From an optimization exercise on the open Yosys and OpenROAD flow, aimed at small area; shortcuts taken in it are not production practice. Function was checked by simulation only, so behaviour that the tests miss may differ from the original. Power is estimated from default activity; no workload was simulated.

$ cat design/flow/run.sh
#!/bin/bash
# synth_recipe.tcl (not shown) runs the flow's synth.tcl, then flattens the netlist and writes it again
# the make line also repeats each setting of config.mk as NAME=value (left out here)
make -C /OpenROAD-flow-scripts/flow DESIGN_CONFIG=/design/flow/config.mk WORK_HOME=/design/flow/orfs CLKGATE_MAP_FILE= SYNTH_SCRIPT=/design/flow/synth_recipe.tcl finish
$ cat design/flow/config.mk
export PLATFORM = sky130hd
export DESIGN_NAME = top
export DESIGN_NICKNAME = top
export VERILOG_FILES = /design/flow/design.v
export SDC_FILE = /design/flow/constraint.sdc
export NUM_CORES = 4
export LEC_CHECK = 0
export CAP_MARGIN = 20
export CORE_MARGIN = 2
export CORE_UTILIZATION = 40
export PLACE_DENSITY = 0.6
export SLEW_MARGIN = 20
$ cat design/flow/constraint.sdc
create_clock -name core_clock -period 10.0 [get_ports {clock}]
set_input_delay 2.0000 -clock core_clock [delete_from_list [all_inputs] [get_ports {clock}]]
set_output_delay 2.0000 -clock core_clock [all_outputs]
set_load 0.01 [all_outputs]
$ cat design/flow/design.v
module debouncer( 
    input clock, reset, noisy,
    output reg clean 
);
    reg [19:0] count;
    reg new_input;
    always @(posedge clock)
    begin
        if (reset) begin 
            new_input <= noisy; 
            clean <= noisy; 
            count <= 20'd0;
        end
        else  
        begin 
            if (noisy != new_input) begin
                new_input <= noisy; 
                count <= 0;
            end
            else if (count == 20'd100)  
                clean <= new_input;
            else 
                count <= count + 20'd1;
        end
    end
endmodule
module display(
    input clock,
    input reset,
    input [5:0] d1,
    input [5:0] d2,
    input [5:0] d3,
    input [5:0] d4,
    input [5:0] d5,
    input [5:0] d6,
    input [5:0] d7,
    input [5:0] d8,
    output [7:0] dec_cat,
    output [7:0] an
    );    
    reg [2:0] selected;
    always @(posedge clock, posedge reset) begin
        if(reset) begin
            selected <= 3'd0;
        end
        else begin
            if(timer1ms) begin
                selected <= selected + 3'd1;
            end
        end
    end
    reg [7:0] cathode;
    always @* begin
        case(selected)
            3'b000:  cathode = {segments[d1[4:1]], ~d1[0]};
            3'b001:  cathode = {segments[d2[4:1]], ~d2[0]};
            3'b010:  cathode = {segments[d3[4:1]], ~d3[0]};
            3'b011:  cathode = {segments[d4[4:1]], ~d4[0]};
            3'b100:  cathode = {segments[d5[4:1]], ~d5[0]};
            3'b101:  cathode = {segments[d6[4:1]], ~d6[0]};
            3'b110:  cathode = {segments[d7[4:1]], ~d7[0]};
            default: cathode = {segments[d8[4:1]], ~d8[0]};  
        endcase
    end
    reg [7:0] anode;
    always @* begin
        case(selected)
            3'b000:  anode = (d1[5] == 1'b1) ? 8'b0111_1111 : 8'b1111_1111; 
            3'b001:  anode = (d2[5] == 1'b1) ? 8'b1011_1111 : 8'b1111_1111;
            3'b010:  anode = (d3[5] == 1'b1) ? 8'b1101_1111 : 8'b1111_1111;
            3'b011:  anode = (d4[5] == 1'b1) ? 8'b1110_1111 : 8'b1111_1111;
            3'b100:  anode = (d5[5] == 1'b1) ? 8'b1111_0111 : 8'b1111_1111;
            3'b101:  anode = (d6[5] == 1'b1) ? 8'b1111_1011 : 8'b1111_1111;
            3'b110:  anode = (d7[5] == 1'b1) ? 8'b1111_1101 : 8'b1111_1111;
            default: anode = (d8[5] == 1'b1) ? 8'b1111_1110 : 8'b1111_1111;  
        endcase
    end
    wire [6:0] segments [15:0];
    assign segments[0] = 7'b1000000;
    assign segments[1] = 7'b1111001;
    assign segments[2] = 7'b0100100;
    assign segments[3] = 7'b0110000;
    assign segments[4] = 7'b0011001;
    assign segments[5] = 7'b0010010;
    assign segments[6] = 7'b0000010;
    assign segments[7] = 7'b1111000;
    assign segments[8] = 7'b0000000;
    assign segments[9] = 7'b0010000;
    assign segments[10] = 7'b0001000;
    assign segments[11] = 7'b0000011;
    assign segments[12] = 7'b1000110;
    assign segments[13] = 7'b0100001;
    assign segments[14] = 7'b0000110;
    assign segments[15] = 7'b0001110;
    reg timer1ms;
    reg [16:0] counter;
    always @(posedge clock, posedge reset) begin
        if(reset) begin
            timer1ms <=  1'b0;
            counter  <= 17'd0;
        end
        else begin
            if(counter == 17'd10) begin
                timer1ms <= 1'b1;
                counter <= 17'd0;
            end
            else begin
                timer1ms <= 1'b0;
                counter <= counter + 17'd1;
            end
        end
    end
    assign an = anode;
    assign dec_cat = cathode;
endmodule
module fuel_pump(
    input clock, reset, ignition, switch, pedal,
    output status
);
localparam OFF = 0;
localparam ON = 1;
reg EA, PE;
always @(posedge clock, posedge reset) 
begin
    if(reset) begin
        EA <= OFF;
    end else begin
        EA <= PE;
    end
end
always @* 
begin
    case(EA)
        OFF:
            if(switch && pedal && ignition)     PE <= ON;
            else            PE <= OFF;
        ON:
            if(!ignition)   PE <= OFF;
            else            PE <= ON;
        default: PE <= OFF;
    endcase    
end
assign status = (EA == ON) ? 1 : 0;
endmodule
module siren_generator(
    input enable_siren, half_hz_enable,
    output[2:0] siren
);
assign siren = (enable_siren && half_hz_enable) ? 3'b001 :
               (enable_siren && !half_hz_enable) ? 3'b100 : 0;
endmodule
module time_parameters(
    input clock,
    input reset,
    input [1:0]  time_param_sel,
    input [3:0]  time_value, 
    input        reprogram, 
    input [1:0]  interval,
    output [3:0] value
);
localparam P_T_ARM_DELAY       = 2'b00;
localparam P_T_DRIVER_DELAY    = 2'b01;
localparam P_T_PASSENGER_DELAY = 2'b10;
localparam P_T_ALARM_ON        = 2'b11;
reg [3:0] T_ARM_DELAY;               
reg [3:0] T_DRIVER_DELAY;            
reg [3:0] T_PASSENGER_DELAY;         
reg [3:0] T_ALARM_ON;                
always @(posedge clock, posedge reset) begin
    if(reset) begin
        T_ARM_DELAY       <= 4'b0110;    
        T_DRIVER_DELAY    <= 4'b1000;    
        T_PASSENGER_DELAY <= 4'b1111;    
        T_ALARM_ON        <= 4'b1010;    
    end
    else begin
        if(reprogram) begin
            case(time_param_sel)
                2'b00: T_ARM_DELAY       <= time_value;
                2'b01: T_DRIVER_DELAY    <= time_value;
                2'b10: T_PASSENGER_DELAY <= time_value;
                2'b11: T_ALARM_ON        <= time_value;
                default: T_ALARM_ON      <= time_value;
            endcase
        end
    end
end
assign value  =  (interval == P_T_ARM_DELAY)         ? T_ARM_DELAY      :
                 (interval == P_T_DRIVER_DELAY)      ? T_DRIVER_DELAY   :
                 (interval == P_T_PASSENGER_DELAY)   ? T_PASSENGER_DELAY: 
                 (interval == P_T_ALARM_ON)          ? T_ALARM_ON : 4'b0000;
endmodule
module timer(
    input clock, reset, start_timer, 
    input[3:0] value,
    output expired, one_hz_enable, half_hz_enable,
    output[3:0] value_display,
    output[1:0] EA_DISPLAY
);
localparam IDLE = 0;
localparam LOAD = 1;
localparam OPERATE = 2;
localparam DONE = 3;
reg[1:0] EA, PE;
reg[30:0] t, hz_counter;
reg[3:0] t_seg;
reg ohze, hhze;
always @(posedge clock, posedge reset)
begin
    if(reset) begin
        EA <= IDLE;
    end else begin
        EA <= PE;
    end
end
always @*
begin
    case(EA)
    IDLE: 
    begin
        if(start_timer) PE <= LOAD;
        else PE <= IDLE;
    end
    LOAD:      
    begin
            PE <= OPERATE;
    end
    OPERATE: 
    begin
            if(start_timer)      PE <= LOAD;
            else if(t_seg<=0)    PE <= DONE;
            else                 PE <= OPERATE;
    end
    DONE:
    begin
            PE <= IDLE;
    end
    default: PE <= IDLE;
    endcase
end
always @(posedge clock, posedge reset)
begin
    if(reset) begin
        t_seg <= 0;
        t <= 0;  
    end else begin
        case(EA)
        LOAD:
        begin
            t_seg <= value;
            t <= 0;     
        end
        OPERATE: 
        begin
            if(t < 10_000) begin
                t <= t + 1;
            end else begin
                t <= 0;
                t_seg <= t_seg - 1;
            end    
        end
        default:
        begin
            t <= 0;
            t_seg <= 0;
        end
        endcase
    end
end
always @(posedge clock, posedge reset)
begin
    if(reset) begin
        hhze <= 0;
        ohze <= 0;
        hz_counter <= 0;
    end else begin
        if(hz_counter < 10_000) begin
            hz_counter <= hz_counter + 1;
            if(hz_counter == 5_000)
                hhze <= 1;
        end else begin
            hhze <= 0;
            ohze <= !ohze;
            hz_counter <= 0;
        end
    end
end
assign expired = (EA == DONE);
assign one_hz_enable = ohze;
assign half_hz_enable = hhze;
assign value_display = t_seg;
assign EA_DISPLAY = EA;
endmodule
module fsm(
    input clock, reset, ignition, door_driver, door_pass, one_hz_enable, expired, reprogram,
    output start_timer, status, enable_siren, 
    output[1:0] interval, ARM_EA_DISPLAY,
    output[2:0] EA_DISPLAY
);
localparam SET = 0;
localparam OFF = 1;
localparam TRIGGER = 2;
localparam ON = 3;
localparam STOP_ALARM = 4;
localparam WAIT_IGNITION_OFF = 0;
localparam WAIT_DOOR_OPEN = 1;
localparam WAIT_DOOR_CLOSE = 2;
localparam START_ARM_DELAY = 3;
reg[2:0] EA, PE;
reg[1:0] ARM_EA, ARM_PE, time_sel;
wire arm;
always @(posedge clock, posedge reset)
begin
    if(reset) begin
        EA <= SET;
    end else begin
        EA <= PE;
    end
end
always @*
begin
    if(reprogram) begin 
        PE <= SET;
    end else begin 
    if(ignition)  PE <= OFF;
    else begin
        case(EA)
            SET:
            begin
                if(door_driver || door_pass)    PE <= TRIGGER;
                else        PE <= SET;
            end
            OFF:
            begin
                if(expired && arm)  PE <= SET;
                else PE <= OFF;
            end
            TRIGGER:
            begin
                if(expired)     PE <= ON;
                else            PE <= TRIGGER;
            end
            ON:
            begin
                if(!door_driver && !door_pass)     PE <= STOP_ALARM;
                else    PE <= ON;
            end
            STOP_ALARM:
            begin
                if(expired)     PE <= SET;
                else if(door_driver || door_pass)   PE <= ON;
                else    PE <= STOP_ALARM;
            end
            default: PE <= SET;
        endcase
        end
    end
end
always @(posedge clock, posedge reset)
begin
    if(reset) begin
        ARM_EA <= WAIT_IGNITION_OFF;
    end else begin
        ARM_EA <= ARM_PE;
    end
end
always @*
begin
    case(ARM_EA)
        WAIT_IGNITION_OFF:
        begin
            if(!ignition)     ARM_PE <= WAIT_DOOR_OPEN;
            else        ARM_PE <= WAIT_IGNITION_OFF;
        end 
        WAIT_DOOR_OPEN:
        begin
            if(ignition) ARM_PE <= WAIT_IGNITION_OFF;
            else if(door_driver)       ARM_PE <= WAIT_DOOR_CLOSE;
            else        ARM_PE <= WAIT_DOOR_OPEN;
        end
        WAIT_DOOR_CLOSE:
        begin
            if(ignition)      ARM_PE <= WAIT_IGNITION_OFF;
            else if(!door_driver && !door_pass)      ARM_PE <= START_ARM_DELAY;
            else        ARM_PE <= WAIT_DOOR_CLOSE;
        end 
        START_ARM_DELAY:
        begin
            if(ignition)      ARM_PE <= WAIT_IGNITION_OFF;
            else if(door_driver || door_pass)   ARM_PE <= WAIT_DOOR_CLOSE;
            else        ARM_PE <= START_ARM_DELAY;
        end 
        default: ARM_PE <= WAIT_IGNITION_OFF;
    endcase
end
always @(posedge clock, posedge reset)
begin
    if(reset) begin
        time_sel <= 1;
    end else begin
        case(EA)
            SET:
            begin
                if(door_pass) time_sel <= 2;
                else time_sel <= 1;
            end
            OFF:   time_sel <= 0;
            TRIGGER:   time_sel <= 3;
        endcase
    end
end
assign start_timer = (EA == TRIGGER && expired)        || 
                     (EA == OFF && ARM_EA == WAIT_DOOR_CLOSE && ARM_PE == START_ARM_DELAY)  ||
                     (EA == SET && PE == TRIGGER)     ||
                     (EA == ON && PE == STOP_ALARM);
assign arm = (ARM_EA == START_ARM_DELAY);
assign status = ((EA == SET && (one_hz_enable)) || (EA == TRIGGER) || (EA == ON) || EA == (STOP_ALARM));
assign enable_siren = (EA == ON || EA == STOP_ALARM);
assign interval = time_sel;
assign EA_DISPLAY = EA;
assign ARM_EA_DISPLAY = ARM_EA;
endmodule
module top(
    input clock, reset, ignition, door_driver, door_pass, hidden_sw, pedal, reprogram,
    input[1:0] time_select_param,
    input[3:0] time_value,
    output status, fuel_pump_status,
    output[2:0] siren,
    output[7:0] an, dec_cat
);
wire[2:0] EA, PE;
wire c_ignition, c_door_driver, c_door_pass, c_hidden_sw, c_pedal, c_reprogram;
wire tsp1, tsp0, t3, t2, t1, t0; 
wire[1:0] ARM_EA, TIMER_EA, interval;
wire one_hz_enable, half_hz_enable, expired, start_timer, arm, enable_siren;
wire[3:0] value, value_display;
debouncer DEB_IG(
    clock, reset, ignition, c_ignition
);
debouncer DEB_DOOR_DRIVER(
    clock, reset, door_driver, c_door_driver
);
debouncer DEB_DOOR_PASS(
    clock, reset, door_pass, c_door_pass
);
debouncer DEB_HIDDEN_SW(
    clock, reset, hidden_sw, c_hidden_sw
);
debouncer DEB_PEDAL(
    clock, reset, pedal, c_pedal
);
debouncer DEB_REPROGRAM(
    clock, reset, reprogram, c_reprogram
);
debouncer DEB_TIME_SELECT_PARAM_1(
    clock, reset, time_select_param[1], tsp1
);
debouncer DEB_TIME_SELECT_PARAM_0(
    clock, reset, time_select_param[0], tsp0
);
debouncer DEB_TIME_VALUE_3(
    clock, reset, time_value[3], t3
);
debouncer DEB_TIME_VALUE_2(
    clock, reset, time_value[2], t2
);
debouncer DEB_TIME_VALUE_1(
    clock, reset, time_value[1], t1
);
debouncer DEB_TIME_VALUE_0(
    clock, reset, time_value[0], t0
);
fuel_pump FUEL_PUMP_DRIVER(
    clock, reset, c_ignition, c_hidden_sw, c_pedal, fuel_pump_status
);
siren_generator SIREN_GENERATOR_DRIVER(
    enable_siren, half_hz_enable, siren
);
time_parameters TIME_CONTROL_DRIVER(
    clock, reset, {tsp1, tsp0}, {t3, t2, t1, t0}, c_reprogram, interval, value
);
timer TIMER_DRIVER(
    clock, reset, start_timer, value, expired, one_hz_enable, half_hz_enable, value_display, TIMER_EA
);
display DISPLAY_DRIVER(
    .clock(clock), .reset(reset), 
    .d1({1'b1, 1'b0, EA, 1'b0}), 
    .d2({1'b1, 2'b00, ARM_EA, 1'b0}), 
    .d3(6'd0),
    .d4({1'b1, 2'b0, {tsp1, tsp0}, 1'b0}), 
    .d5({1'b1, {t3,t2,t1,t0}, 1'b0}), 
    .d6(6'd0), 
    .d7({1'b1, 2'b00, TIMER_EA, 1'b0}), 
    .d8({1'b1, value_display, 1'b0}),
    .an(an), .dec_cat(dec_cat)
);
fsm FSM_DRIVER(
    .clock(clock), 
    .reset(reset), 
    .ignition(c_ignition), 
    .door_driver(c_door_driver), 
    .door_pass(c_door_pass), 
    .one_hz_enable(one_hz_enable), 
    .expired(expired), 
    .reprogram(c_reprogram),
    .start_timer(start_timer), 
    .status(status), 
    .enable_siren(enable_siren), 
    .interval(interval), 
    .ARM_EA_DISPLAY(ARM_EA),
    .EA_DISPLAY(EA)
);
endmodule
==> reports/metrics.cfg <==
[outcome]
status=timing/DRC/antenna clean

[yosys]
synth_enable_flop_cells=24
synthMuxAreaShare_pct=3.44
yosysSeqAreaShare_pct=44.9
synth_compound_area_share_pct=10.5
async_reset_ff_share_pct=30.3
synth_fa_ha_area_share_pct=3.04
postSynthCellCount=2073
synth_top_family_by_area=simple AND/OR/NAND/NOR gates
ys_ff_latch=379
yosys.area_share.simple_pct=27.1
syn_avg_cell_area_sq_um=9.04
synth_ff_type=dfxtp_1
netlist_area_sq_mm=0.0187
ys_types=78
synthXorXnorAreaFrac_pct=7.71
yosysWarningCount=6

[cts]
cts.clk_slew.worst_paths_ns=0.06
h-tree-depth=2
cts_buffer_depth=3
tritoncts.num_buffers=43
postCtsSetupBuffers=0
cts_resized=0
cts.sinks=379
cts_tree=yes
cts_root_buffer=clkbuf_16
ctsHoldBuffers=0
clk-insertion-delay-late_ns=0.57

[setup_path]
crit_top_cell=inv_1
crit_path_cell_trace=inv_1 -> ha_1 -> nor4_1 -> inv_1 -> o221ai_1 -> clkdlybuf4s50_1
critPathRequiredTime_ns=8.00
critical_path_class=flip-flop to output port
slowest_delay_ns=0.62
cp.depth=6
critPathLaunchType=flip-flop
cp.buffers_inverters=3
crit_family=buffers and inverters
crit_slowest_cell=nor4_1
arrival_ns=3.49
cp-end-kind=output port
r2r_cells=4
critical_path.max_fanout=15

[sta]
finalSetupViolCount=0
rsz0062_at_grt=no
timing.fmax_mhz=182
holdWs_ns=0.465
period_share_pct=54.9
tightest_slew_ns=0.879
hold_viol=0
setup_tns_ns=0
fin_skew_ns=0.0177
slew_viol_final=0
fin_crit_ns=5.49
slew_headroom_pct=40.6

[floorplan]
rows=79
core_sq_mm=0.0465
die_x_um=221
io_pins=35
fp.dieH_um=221
fp.dieArea_sq_mm=0.0486
start_util_pct=40.4

[detailed_routing]
finalWirelength_um=39800
route.detailed.drc=0
vias=15000
wl_per_cell_um=14.4
first_iter_violations=1062
post_drt_via_cell_ratio=5.43
first_pass_iters=5
ant_nets=0

[placement]
gp_congestion=0.833
placed_area_sq_mm=0.0197
dp_hpwl_um=27300
io_buffers=30

[grt]
grt_pass1_vias=14000
grt_start_max_net_pins=69
track_usage_pct=16.4
overflow=0
grt_pass1_wl_um=67300
antenna_found_initial=0

[power_and_ir_drop]
power_density_mw_per_mm2=178
ir_worst_vdd_mv=0.150
p_leak_nw=7.28

[cells_and_area]
syn_to_final_growth_pct=13.9
nNetsFinal=2181
final_common_cell=dfxtp_1
seq_area_sq_mm=0.00842
fillers=4441
num_antenna_cells=0
post-route-util_pct=46.0
multiInputGateArea_sq_mm=0.00986
layout_common_cells=dfxtp_1, nor2_1, nand2_1
final_layout_size_suffix_gt1_share_pct=7.05
final_area_sq_mm=0.0213

[flow_run]
cap_violations=0

[hold_path]
whs_path_depth=1
hold_class=flip-flop to flip-flop

[cell usage after synthesis (all sizes together) (6+ instances only)]
library cell / n / area (sq um)
nor4b: 20 / 181
or3: 82 / 519
nor4: 72 / 450
inv: 85 / 319
o21ai: 125 / 626
nand2b: 19 / 119
or4: 41 / 315
xor2: 67 / 587
edfxtp: 24 / 721
o2111ai: 9 / 85.1
buf: 22 / 105
nand3: 115 / 596
and2: 13 / 81.3
dfstp: 10 / 263
and4: 39 / 343
ha: 44 / 551
nand2: 151 / 574
nand4: 77 / 482
and3: 14 / 87.6
or4b: 9 / 113
nor2b: 8 / 50.1
mux2i: 24 / 240
a211oi: 6 / 50.1
nor3: 65 / 325
o31ai: 19 / 143
xnor2: 98 / 858
nor2: 192 / 721
clkinv: 6 / 22.5
mux2: 28 / 315
dfrtp: 105 / 2630
a21oi: 121 / 606
dfxtp: 240 / 4800
clkbuf: 41 / 159
a31oi: 12 / 75.1
[power breakdown]
| part | internal [mW] | total, mW | leakage, nW | switching, mW |
|---|---|---|---|---|
| Sequential | 1.60 | 1.66 | 3.63 | 0.0656 |
| Clock | 1.15 | 1.81 | 0.802 | 0.654 |
| Combinational | 0.142 | 0.333 | 2.86 | 0.191 |
| Total | 2.89 | 3.80 | 7.28 | 0.911 |
[final cells by class]
cell class | count | area share (%)
inverter | 91 | 1.62
clock buffer | 55 | 5.73
tap | 607 | 3.56
sequential | 379 | 39.4
timing repair buffer | 32 | 1.48
clock inverter | 24 | 1.99
multi-input combinational | 1576 | 46.2
[worst paths after layout]
| kind | from | to | slack, ns |
|---|---|---|---|
| max reg2reg | DEB_IG.count[3] | DEB_IG.clean | 7.68 |
| max in group asynchronous | reset | TIMER_DRIVER.EA[0] | 6.61 |
| min | TIMER_DRIVER.t[0] | TIMER_DRIVER.t[0] | 0.46 |
| max | DISPLAY_DRIVER.selected[2] | dec_cat[1] | 4.51 |
| min reg2reg | TIMER_DRIVER.t[0] | TIMER_DRIVER.t[0] | 0.46 |
| min in group asynchronous | reset | DISPLAY_DRIVER.counter[11] | 2.17 |
[logic make-up (layout without fill, tap and decap cells)]
family | after synthesis | after routing
AOI/OAI and AO/OA | 337 | 337
xor gates and xnor gates | 165 | 165
adders and majority gates | 46 | 46
DFF | 379 | 379
muxes | 56 | 56
other | 2 | 38
buffers and inverters | 154 | 202
and+or+nand+nor | 934 | 934
[registers in the layout, summed over array words and instances (netlist names), 4 cells and up]
name,flops
TIMER_DRIVER.t_seg,4
TIME_CONTROL_DRIVER.T_ARM_DELAY,4
TIME_CONTROL_DRIVER.T_DRIVER_DELAY,4
DEB_PEDAL.count,20
DEB_TIME_SELECT_PARAM_1.count,20
TIME_CONTROL_DRIVER.T_ALARM_ON,4
DEB_HIDDEN_SW.count,20
DEB_TIME_VALUE_2.count,20
DEB_TIME_SELECT_PARAM_0.count,20
TIMER_DRIVER.hz_counter,31
DEB_TIME_VALUE_1.count,20
TIMER_DRIVER.t,31
TIME_CONTROL_DRIVER.T_PASSENGER_DELAY,4
DEB_TIME_VALUE_3.count,20
DEB_DOOR_DRIVER.count,20
DEB_TIME_VALUE_0.count,20
DEB_IG.count,20
DEB_REPROGRAM.count,20
DEB_DOOR_PASS.count,20
DISPLAY_DRIVER.counter,17
[through the flow]
step | power (mW) | setup WS (ns) | instances
detailed placement | 2.03 | 5.18 | 2685
floorplan | 1.93 | 3.09 | 2109
global route | 3.97 | 4.25 | 2764
CTS | 3.86 | 4.56 | 2764
global placement | 2.02 | 5.18 | 2685
finish | 3.80 | 4.51 | 2764
[routing by layer]
metal	up-vias	wire length, um	global-route usage (%)
met5	-	0	0
met4	0	754	4.40
met3	58	1540	3.16
met2	206	18300	26.9
met1	7127	19200	22.3
li1	7605	-	-

afterwards: timing with drivers on the ports:
No port has a modelled driver above. Below, the same layout with a new extraction and two added sets of constraints.
Step 1 sets driving cells, clkbuf_16 on the clock port and buf_2 on the other inputs (assumed; they add their load-dependent delay and slew).
Step 2, shift: input delay + t, output delay - t, t = (earliest + latest rising clock arrival at the registers) / 2. This alone moves slack from input paths to output paths.
Slacks: no drivers / after step 1 / after step 2; pairs: no drivers / after step 1.
t (ns): 0.617
setup slack, ns: 4.510 / 4.453 / 5.070
clock arrival spread, ns: 0.019 / 0.020
After both steps this run still meets setup and hold. For this run, drivers alone change the setup slack by -0.057 ns; drivers and shift together by +0.560 ns.
